What follows belongs to an exercise in optimizing a design on an open flow for small area, a short achievable clock period and few clock cycles; a production flow would make more cautious choices.
The RTL was checked by simulation tests, not by an equivalence proof against the original design.
Power and IR drop assume default switching activity.

==> inputs of trial 50 <==
==> flow/design.v (excerpt) <==
module projeto(
    input ck,
    input inicio,
    input rst,
    input [15:0] X,
    input [15:0] A,
    input [15:0] B,
    input [15:0] C,
    output pronto,
    output overflow,
    output [15:0] resultado
);
    reg busy, pr, ov;
    reg [15:0] qa, qb;
    reg [1:0] ql;
    wire [16:0] v = ~(qa + qb + 17'd1);
    wire vo = ov | (|ql) | v[16];
    wire [15:0] m;       
    wire xz;             
    wire [15:0] ra, rb;
    wire [6:0] cn;
    mac u(.a(A), .v(v[15:0]), .sel(busy), .m(m), .x(X), .b(B), .c(C), .xz(xz), .ra(ra), .rb(rb), .cn(cn));
    reg hi;
    integer i;
    always @(*) begin
        hi = 1'b0;
        for (i = 1; i < 16; i = i + 1)
            hi = hi | (m[i] & (|(X >> (16 - i))));
    end
    wire po = hi | ~&cn[4:0];
    wire [1:0] pl = {~cn[5], ~cn[6]};
    always @(posedge ck) begin
        qa <= ra;
        qb <= rb;
        ql <= pl;
        ov <= po | (busy & vo);
        if (rst) begin
            busy <= 1'b0;
            pr   <= 1'b0;
        end else begin
            busy <= ~busy & inicio & ~xz;
            pr   <= busy | (~busy & inicio & xz);
        end
    end
    assign pronto = pr;
    assign resultado = v[15:0];
    assign overflow = vo;
endmodule
==> flow/config.mk <==
export PLATFORM = sky130hd
export DESIGN_NAME = projeto
export DESIGN_NICKNAME = projeto
export VERILOG_FILES = /design/flow/design.v
export SDC_FILE = /design/flow/constraint.sdc
export NUM_CORES = 4
export LEC_CHECK = 0
export CAP_MARGIN = 20
export CORE_MARGIN = 2
export CORE_UTILIZATION = 60
export CTS_BUF_LIST = sky130_fd_sc_hd__clkbuf_4 sky130_fd_sc_hd__clkbuf_8
export GPL_ROUTABILITY_DRIVEN = 0
export SETUP_SLACK_MARGIN = 4.0
export SLEW_MARGIN = 20
==> flow/constraint.sdc <==
create_clock -name core_clock -period 9.5 [get_ports {ck}]
set_input_delay 1.9000 -clock core_clock [delete_from_list [all_inputs] [get_ports {ck}]]
set_output_delay 1.9000 -clock core_clock [all_outputs]
set_load 0.01 [all_outputs]
standard.sh (not shown) runs the stock make flow with config.mk's settings and CLKGATE_MAP_FILE= SYNTH_SCRIPT=/design/flow/synth_recipe.tcl, a recipe that flattens the netlist after the stock synthesis.
==> flow/flow/run.sh <==
#!/bin/bash
# The standard layout (standard.sh) with these changes:
#  - the multiply-add tree, module mac, is laid out from flow/mac_cells.v, the
#    same circuit as mac in rtl/ula.v built from cells by hand (both are
#    generated by gen/mkhand.py), so that its partial products are single
#    NAND gates feeding full-adder cells of inverted polarity;
#  - synthesis skips Yosys's early "abc -fast" (SYNTH_ARGS=-noabc);
#  - port buffers use the smallest buffer, but for the X ports (buf_4).
# Registers and their names are those of the standard synthesis.
set -euo pipefail
export SYNTH_ARGS="-noabc"
export BUFFER_PORTS_ARGS="-buffer_cell sky130_fd_sc_hd__buf_1"
# ... except the X ports, whose buffers drive many gates (flow/xbuf.tcl)
export POST_GLOBAL_PLACE_TCL="$PWD/flow/xbuf.tcl"
# design.v with module mac replaced by the cell-level one
awk '/^module mac\(/ {skip = 1} !skip {print} skip && /^endmodule/ {skip = 0}' design.v > design_cells.v
grep -q '^module mac(' design_cells.v && { echo "module mac still in design_cells.v"; exit 1; }
cat flow/mac_cells.v >> design_cells.v
sed "s#CLKGATE_MAP_FILE= #CLKGATE_MAP_FILE= VERILOG_FILES=$PWD/design_cells.v #" standard.sh > standard_cells.sh
grep -q "VERILOG_FILES=$PWD/design_cells.v" standard_cells.sh
bash standard_cells.sh > standard.log 2>&1
Other scripts of this flow, unchanged in this note and not shown: flow/flow/mac_cells.v, flow/flow/xbuf.tcl
==> inputs of build 7, as changes to trial 50 <==
- GPL_ROUTABILITY_DRIVEN: 0 -> default
- PLACE_DENSITY: default -> 0.75
==> notes.md <==
|  | trial 50 | build 7 |
|---|---|---|
| Result of the run | finished clean | finished clean |
| Pwr dens | 393 mW/mm^2 | 394 mW/mm^2 |
| Utilization of the core after routing | 70.7% | 70.3% |
| Ratio of final minimum period to clock period | 58.7% | 58.7% |
| Clock-net power | 71.2 uW | 72.7 uW |
| Clk Latency, worst-skew pair | 0.28 ns | 0.29 ns |
| Area added between synthesis and finish | 15.8% | 15.2% |
| Global routing usage summed across all routing layers | 31.6% | 30.2% |
| Leakage power of the design | 1.91 nW | 1.87 nW |
| Number of search-and-repair iterations in the first detailed-routing pass | 5 | 6 |
| First-pass GRT wire length | 20200 um | 19400 um |
| Multi-input gate area | 0.00399 mm^2 | 0.00402 mm^2 |
| Fraction of area in multi-input gates | 73.9% | 74.8% |
| Worst path max stage delay | 0.53 ns | 0.51 ns |
| Wire length on met1 | 4790 um | 4330 um |
| Via count of the first global-routing pass | 3893 | 3804 |
Testbench counts of trial 50, summed over its fixed seeds: cycles 4,523.
Testbench counts of build 7, summed over its fixed seeds: cycles 4,523.

separate check: timing with driven ports:
No port has a modelled driver above. Below, the same layouts with a new extraction and two added sets of constraints.
Step 1, drivers: a clkbuf_16 drives ck and a buf_2 each remaining input, both assumed.
Step 2 also shifts input and output timing later by t, the mid clock arrival at the registers, as if the neighbouring blocks saw the same clock.
Slacks: ideal ports / drivers / drivers and shift; pairs: ideal ports / drivers.
run | t, ns | setup slack, ns | clock arrival spread, ns | worst slew at a driven data input, ns | cell pins on the clock port's net
trial 50 | 0.309 | 3.927 / 3.898 / 3.589 | 0.008 / 0.008 | 0.08 | 1
build 7 | 0.318 | 3.922 / 3.894 / 3.576 | 0.003 / 0.003 | 0.08 | 1
After both steps setup and hold are still met in every run listed. For build 7, which loses most, drivers alone change the setup slack by -0.028 ns; drivers and shift together by -0.346 ns.
